Background: an optimization exercise with open tools, aiming at small area. Do not read the settings as production practice.
At most, simulation tests tie the RTL to the original design; equivalence was not proved.
No activity file was given, so power comes from the tool's default toggle rates.

==> inputs of run B <==
Design miniCPU, start of the top module:
module miniCPU (
    input [17:0] switches,
    input ligar,
    input enviar,
    input clk,
    input rst_n,
    output [7:0] LCD_DATA,
    output LCD_RS,
    output LCD_RW,
    output LCD_EN,
    output LCD_ON,
    output LCD_BLON
);
    wire [2:0] opcode = switches[17:15];
    wire [3:0] reg_dest = switches[14:11];
    wire [3:0] reg_input1 = switches[10:7];
    wire [3:0] reg_input2 = switches[6:3];
    wire signal = switches[6];
    wire [15:0] imediato_module = {10'd0, switches[5:0]};
    wire [15:0] imediato = signal ? -imediato_module : imediato_module;
    localparam [2:0] LOAD = 3'b000, ADD = 3'b001, ADDI = 3'b010, SUB = 3'b011,
                     SUBI = 3'b100, MUL = 3'b101, CLEAR = 3'b110, DISPLAY = 3'b111;
    localparam [1:0] IDLE = 2'd0, EXECUTE = 2'd1, WRITE = 2'd2, WAIT_RELEASE = 2'd3;
    localparam [1:0] SEL_ADD = 2'b00, SEL_SUB = 2'b01, SEL_MUL = 2'b10, SEL_PASS = 2'b11;
    reg [1:0] state;
    reg write_enable;
    reg soft_reset;
    reg lcd_start_signal;
    reg [15:0] work;
    reg [1:0] alu_selector;
    wire [15:0] mem_read_data;
    wire [15:0] alu_result;
    reg ligar_high;
    always @(posedge clk or negedge ligar)
        if (~ligar) ligar_high <= 1'b0;
        else ligar_high <= 1'b1;
    wire memory_clear = ~ligar_high | soft_reset;
    wire executing = (state == EXECUTE);
    wire writing = (state == WRITE);
    wire [3:0] read_addr = executing ? reg_input2 : reg_input1;
    memoryCPU Memo (
        .clock(clk),
        .clear(memory_clear),
        .regWrite(write_enable),
        .write_reg_addr(reg_dest),
        .write_data(work),
        .read_reg_addr(read_addr),
        .read_data(mem_read_data)
    );
    wire op_rr = (opcode == ADD) | (opcode == SUB);
    wire w_load = (opcode == LOAD);
    wire w_pass = (opcode == DISPLAY) | (alu_selector == SEL_PASS);
    wire w_op = ~w_load & ~w_pass;
    wire m_pass = executing ? op_rr : (~w_load & w_pass);
    wire m_imm = executing ? ~op_rr : w_load;
    wire m_add = ~executing & w_op & (alu_selector == SEL_ADD);
    wire m_sub = ~executing & w_op & (alu_selector == SEL_SUB);
    wire m_mul = ~executing & w_op & (alu_selector == SEL_MUL);
    aluCPU ALU (
        .data1(mem_read_data),
        .data2(work),
        .imm(imediato),
        .pass(m_pass),
  ...
export LEC_CHECK = 0
export ABC_AREA = 1
export CAP_MARGIN = 20
export CORE_MARGIN = 2
export CORE_UTILIZATION = 40
export SLEW_MARGIN = 20
create_clock -name core_clock -period 20.0 [get_ports {clk}]
standard.sh (not shown) runs the stock make flow with config.mk's settings and CLKGATE_MAP_FILE= SYNTH_SCRIPT=/design/flow/synth_recipe.tcl, a recipe that flattens the netlist after the stock synthesis.
==> flow/flow/run.sh <==
#!/bin/bash
# Standard synthesis, then a stronger ABC area pass over the combinational
# logic only (flip-flops, adders and tie cells are kept as they are, with
# their names), then the standard layout from that netlist.
set -euo pipefail
WORK=$(pwd)
R=$WORK/orfs/results/${FLOW_PLATFORM}/miniCPU/base
LIB=$FLOW_HOME/platforms/${FLOW_PLATFORM}/lib/sky130_fd_sc_hd__tt_025C_1v80.lib

bash standard.sh synth > synth_standard.log 2>&1
cp "$R/1_2_yosys.v" "$WORK/1_2_yosys.standard.v"

DU=$(sed -n '/DONT_USE_CELLS/,/^$/p' "$FLOW_HOME/platforms/${FLOW_PLATFORM}/config.mk" | tr -d '\\' \
     | grep -o 'sky130_fd_sc_hd__[a-z0-9_]*' | sed 's/^/-dont_use /' | tr '\n' ' ')
cp "$WORK/flow/reopt.abc" "$WORK/reopt.abc"
cat > "$WORK/reopt.ys" <<EOY
read_liberty -wb -ignore_miss_func $LIB
read_verilog $WORK/1_2_yosys.standard.v
hierarchy -top $FLOW_TOP
blackbox =sky130_fd_sc_hd__*df* =sky130_fd_sc_hd__fa_* =sky130_fd_sc_hd__ha_* =sky130_fd_sc_hd__conb_*
flatten -wb
opt_clean
abc -liberty $LIB $DU -script $WORK/reopt.abc
opt_clean -purge
read_liberty -lib -overwrite $LIB
hierarchy -top $FLOW_TOP
splitnets
opt_clean -purge
hilomap -singleton -hicell sky130_fd_sc_hd__conb_1 HI -locell sky130_fd_sc_hd__conb_1 LO
insbuf -buf sky130_fd_sc_hd__buf_4 A X
opt_clean -purge
check -assert -mapped
stat -liberty $LIB
write_verilog -noattr -nohex -nodec $WORK/1_2_yosys.reopt.v
EOY
yosys -s "$WORK/reopt.ys" > reopt.log 2>&1
cp "$WORK/1_2_yosys.reopt.v" "$R/1_2_yosys.v"
rm -f "$R/1_synth.odb" "$R/1_synth.sdc"
bash standard.sh finish > layout.log 2>&1
==> flow/flow/reopt.abc <==
strash;&get -n;&deepsyn -T 60;&put;&get -n;&dch -f;&nf -R 1000;&put
==> run G: changes against run B <==
--- a/flow/design.v
+++ b/flow/design.v
@@ -48,70 +48,84 @@
 module memoryCPU (
     input clock,
     input clear,
     input regWrite,
     input [3:0] write_reg_addr,
     input [15:0] write_data,
     input [3:0] read_reg_addr,
-    output reg [15:0] read_data
+    output [15:0] read_data
 );
-    reg [15:0] register [0:15];
-    wire [15:0] wdata = write_data & {16{~clear}};
+    reg phase;
+    reg pending;
+    reg [2:0] pair_d;
+    reg clear_d;
+    reg [15:0] slot_p [0:7];
+    reg [15:0] slot_q [0:7];
+    wire write_now = regWrite & (write_reg_addr[0] != phase);
+    always @(posedge clock) begin
+        phase <= ~phase;
+        pending <= regWrite & (write_reg_addr[0] == phase);
+        pair_d <= write_reg_addr[3:1];
+        clear_d <= clear;
+    end
+    wire clr = clear | clear_d;
+    wire [15:0] wdata = write_data & {16{~clr}};
     integer i;
     always @(posedge clock) begin
-        for (i = 0; i < 16; i = i + 1)
-            if (clear | (regWrite & (write_reg_addr == i)))
-                register[i] <= wdata;
+        for (i = 0; i < 8; i = i + 1) begin
+            slot_q[i] <= slot_p[i];
+            if (clr | (write_now & (write_reg_addr[3:1] == i)) | (pending & (pair_d == i)))
+                slot_p[i] <= wdata;
+            else
+                slot_p[i] <= slot_q[i];
+        end
     end
+    wire [3:0] slot = {read_reg_addr[3:1], read_reg_addr[0] ^ phase};  
+    reg [15:0] rd;
     always @(*) begin
-        read_data = 16'd0;
-        for (i = 0; i < 16; i = i + 1)
-            read_data = read_data | (register[i] & {16{read_reg_addr == i}});
+        rd = 16'd0;
+        for (i = 0; i < 8; i = i + 1) begin
+            rd = rd | (slot_p[i] & {16{slot == {i[2:0], 1'b0}}});
+            rd = rd | (slot_q[i] & {16{slot == {i[2:0], 1'b1}}});
+        end
     end
+    assign read_data = rd & {16{~clear_d}};
 endmodule
 module lcd_controller (
     input clk,
     input reset_n,           
     input rst_n,             
     input start,
     input [2:0] opcode,
     input load,
     input [3:0] reg_idx,
     input [15:0] value,
     output reg [7:0] lcd_data,
-    output reg lcd_rs,
+    output wire lcd_rs,
     output wire lcd_rw,
     output reg lcd_en,
     output wire lcd_on,
     output wire lcd_blon
 );
     localparam [2:0] STATE_IDLE = 0, STATE_INIT = 1, STATE_READY = 2,
                      STATE_WRITE_LINE1 = 3, STATE_LINE2_ADDR = 4, STATE_WRITE_LINE2 = 5;
     reg [2:0] state;
-    reg [3:0] char_index;
+    reg [3:0] char_index;     
     reg [10:0] counter;       
     reg wait_flag;
     reg [2:0] op_store;
     reg [3:0] reg_store;
     reg [15:0] val;           
+    reg [3:0] digit;          
     reg first_boot;
     reg prev_reset_n;
     reg system_active;
     assign lcd_rw = 1'b0;
     assign lcd_on = (state != STATE_IDLE);
     assign lcd_blon = (state != STATE_IDLE);
-    function [7:0] init_cmds(input [3:0] idx);
-        case (idx)
-            4'd0: init_cmds = 8'h38;
-            4'd1: init_cmds = 8'h38;
-            4'd2: init_cmds = 8'h0C;
-            4'd3: init_cmds = 8'h01;
-            default: init_cmds = 8'h06;
-        endcase
-    endfunction
     function [39:0] get_op_string(input [2:0] op);
         case (op)
             3'b000: get_op_string = "LOAD ";
             3'b001: get_op_string = "ADD  ";
             3'b010: get_op_string = "ADDI ";
             3'b011: get_op_string = "SUB  ";
             3'b100: get_op_string = "SUBI ";
@@ -143,17 +157,54 @@
     generate
         for (g = 0; g < 16; g = g + 1) begin : rca
             assign step_sum[g] = val[g] ^ step_k[g] ^ step_c[g];
             assign step_c[g+1] = (val[g] & step_k[g]) | (val[g] & step_c[g]) | (step_k[g] & step_c[g]);
         end
     endgenerate
     wire step_ok = val_neg ? (step_sum[15] | (step_sum == 16'd0)) : ~step_sum[15];
-    wire extracting = (state == STATE_WRITE_LINE2) && wait_flag && !lcd_en && (char_index != 4'd0);
+    wire extracting = (state == STATE_WRITE_LINE2) && wait_flag && !lcd_en &&
+                      (char_index != 4'd0) && !first_boot;
     wire is_clear = (op_store == 3'b110) && !first_boot;
     wire [39:0] op_str = get_op_string(op_store);
+    wire [3:0] ci_prev = char_index - 1'b1;
+    always @(*) begin
+        lcd_data = 8'hxx;
+        case (state)
+            STATE_INIT:
+                case (char_index)
+                    4'd1, 4'd2: lcd_data = 8'h38;
+                    4'd3: lcd_data = 8'h0C;
+                    default: lcd_data = 8'h01;
+                endcase
+            STATE_WRITE_LINE1:
+                if (char_index == 4'd0)
+                    lcd_data = first_boot ? 8'h06 : 8'h01;
+                else if (ci_prev < 5)
+                    lcd_data = first_boot ? " " : op_str >> (8 * (4 - ci_prev));
+                else if (is_clear || ci_prev == 4'd5)
+                    lcd_data = " ";
+                else if (ci_prev == 4'd6)
+                    lcd_data = "[";
+                else
+                    lcd_data = (reg_store[10 - ci_prev] && !first_boot) ? "1" : "0";
+            STATE_LINE2_ADDR:
+                lcd_data = "]";
+            STATE_WRITE_LINE2:
+                if (char_index == 4'd0)
+                    lcd_data = 8'hC0;
+                else if (char_index == 4'd1)
+                    lcd_data = (val_neg && !first_boot) ? "-" : "+";
+                else
+                    lcd_data = {4'h3, digit};
+            default:  
+                lcd_data = is_clear ? " " : {4'h3, digit};
+        endcase
+    end
+    assign lcd_rs = ((char_index != 4'd0) && (state == STATE_WRITE_LINE1 || state == STATE_WRITE_LINE2))
+                  || state == STATE_LINE2_ADDR || state == STATE_READY;
     always @(posedge clk) begin
         if (load && state == STATE_READY) begin
             reg_store <= reg_idx;
             val <= value;
         end else if (extracting && step_ok) begin
             val <= step_sum;
         end
@@ -179,91 +230,65 @@
                 wait_flag <= 0;
                 first_boot <= 1;
             end else if (wait_flag) begin
                 if (counter != 11'd935) begin
                     counter <= {counter[9:0], ~(counter[10] ^ counter[8])};
                     if (counter == 11'd1648) begin
                         lcd_en <= 0;
-                        lcd_data[3:0] <= 4'd0;
+                        digit <= 4'd0;
                     end
                 end else begin
                     wait_flag <= 0;
                     counter <= 0;
                 end
                 if (extracting && step_ok)
-                    lcd_data[3:0] <= lcd_data[3:0] + 1'b1;
+                    digit <= digit + 1'b1;
             end else begin
                 case (state)
                     STATE_INIT: begin
-                        lcd_rs <= 0;
-                        lcd_data <= init_cmds(char_index);
                         lcd_en <= 1;
                         wait_flag <= 1;
                         if (char_index != 4'd4)
                             char_index <= char_index + 1'b1;
                         else begin
                             char_index <= 0;
+                            op_store <= 3'b000;
                             state <= STATE_WRITE_LINE1;
                         end
                     end
                     STATE_READY: begin
                         if (start) begin
                             op_store <= opcode;
-                            lcd_rs <= 0;
-                            lcd_data <= 8'h01;
                             lcd_en <= 1;
                             wait_flag <= 1;
                             state <= STATE_WRITE_LINE1;
                             char_index <= 0;
                         end
                     end
                     STATE_WRITE_LINE1: begin
-                        lcd_rs <= 1;
                         lcd_en <= 1;
                         wait_flag <= 1;
-                        if (char_index < 5) begin
-                            if (first_boot)
-                                lcd_data <= " ";
-                            else
-                                lcd_data <= op_str >> (8 * (4 - char_index));
-                        end else if (is_clear) begin
-                            lcd_data <= " ";
-                        end else begin
-                            case (char_index)
-                                4'd5: lcd_data <= " ";
-                                4'd6: lcd_data <= "[";
-                                4'd11: lcd_data <= "]";
-                                default: lcd_data <= (reg_store[10 - char_index] && !first_boot) ? "1" : "0";
-                            endcase
-                        end
                         if (char_index != 4'd11)
                             char_index <= char_index + 1'b1;
                         else begin
                             char_index <= 0;
                             if (is_clear)
                                 state <= STATE_READY;
                             else
                                 state <= STATE_LINE2_ADDR;
                         end
                     end
                     STATE_LINE2_ADDR: begin
-                        lcd_rs <= 0;
-                        lcd_data <= 8'hC0;
                         lcd_en <= 1;
                         wait_flag <= 1;
                         state <= STATE_WRITE_LINE2;
                     end
                     STATE_WRITE_LINE2: begin
-                        lcd_rs <= 1;
                         lcd_en <= 1;
                         wait_flag <= 1;
-                        if (char_index == 4'd0)
-                            lcd_data <= (val_neg && !first_boot) ? "-" : "+";
-                        else
-                            lcd_data <= {4'h3, first_boot ? 4'd0 : lcd_data[3:0]};
                         if (char_index != 4'd5)
                             char_index <= char_index + 1'b1;
                         else begin
                             first_boot <= 0;
                             state <= STATE_READY;
                         end
                     end
--- a/flow/flow/run.sh
+++ b/flow/flow/run.sh
@@ -1,15 +1,17 @@
 #!/bin/bash
 # Standard synthesis, then a stronger ABC area pass over the combinational
 # logic only (flip-flops, adders and tie cells are kept as they are, with
-# their names), then the standard layout from that netlist.
+# their names), then the standard layout from that netlist with the extra
+# make settings in flow/params.sh (clock-tree and port-buffer options).
 set -euo pipefail
 WORK=$(pwd)
 R=$WORK/orfs/results/${FLOW_PLATFORM}/miniCPU/base
 LIB=$FLOW_HOME/platforms/${FLOW_PLATFORM}/lib/sky130_fd_sc_hd__tt_025C_1v80.lib
+source "$WORK/flow/params.sh"
 
 bash standard.sh synth > synth_standard.log 2>&1
 cp "$R/1_2_yosys.v" "$WORK/1_2_yosys.standard.v"
 
 DU=$(sed -n '/DONT_USE_CELLS/,/^$/p' "$FLOW_HOME/platforms/${FLOW_PLATFORM}/config.mk" | tr -d '\\' \
      | grep -o 'sky130_fd_sc_hd__[a-z0-9_]*' | sed 's/^/-dont_use /' | tr '\n' ' ')
 cp "$WORK/flow/reopt.abc" "$WORK/reopt.abc"
@@ -32,8 +34,8 @@
 check -assert -mapped
 stat -liberty $LIB
 write_verilog -noattr -nohex -nodec $WORK/1_2_yosys.reopt.v
 EOY
 yosys -s "$WORK/reopt.ys" > reopt.log 2>&1
 cp "$WORK/1_2_yosys.reopt.v" "$R/1_2_yosys.v"
 rm -f "$R/1_synth.odb" "$R/1_synth.sdc"
-bash standard.sh finish > layout.log 2>&1
+bash standard.sh "${LAYOUT_VARS[@]}" finish > layout.log 2>&1
==> flow/flow/params.sh (new file) <==
# extra make settings for the layout steps
LAYOUT_VARS=(
  "CTS_ARGS=-sink_clustering_enable -repair_clock_nets -dont_use_dummy_load -sink_clustering_size 24 -sink_clustering_max_diameter 80"
  "BUFFER_PORTS_ARGS=-buffer_cell sky130_fd_sc_hd__buf_1"
)
Settings changed: CORE_UTILIZATION 40 to 55.
==> summary of the runs <==
Of run B and run G, run G has the higher flip-flop and latch count (gap 1).
Between run G and run B, the lower final area is in run G (gap about 13%, measured against run B).
Of run G and run B, run G has the higher first-iteration DRC count (gap about 17%, measured against run B).
Between run B and run G, the lower register-to-register slack is in run G (gap 0.29 ns).
Against run G, the non-clock buffer count of run B is higher by 2.
Against run B, the total power of run G is smaller by about 30%.
Between run B and run G, the lower combinational power is in run G (gap about 80%, measured against run G).
Of run G and run B, run B has the higher final cell count (gap about 5%, measured against run B).
Worst hold slack: run G is lower than run B (0.18 ns).
Against run G, the critical path depth of run B is higher by 3.
The RTL of run B was laid out without a check of its function.

port drivers added, routing unchanged:
In the flow no input, the clock included, has a driving cell. The finished layouts below were timed again as built, in two steps.
Step 1 sets driving cells, clkbuf_16 on the clock port and buf_2 on the other inputs (assumed; they add their load-dependent delay and slew).
Step 2 also shifts input and output timing later by t, the mid clock arrival at the registers, as if the neighbouring blocks saw the same clock.
a / b / c = ideal ports / drivers / drivers and shift; a / b = the first two.
run | t, ns | setup slack, ns | worst setup path after step 2 | cell pins on the clock port's net
run B | 0.574 | 6.483 / 6.487 / 5.914 | input to register | 1
run G | 0.553 | 6.259 / 6.281 / 5.727 | input to register | 1
After both steps setup and hold are still met in every run listed. For run B, which loses most, drivers alone change the setup slack by +0.004 ns; drivers and shift together by -0.569 ns.
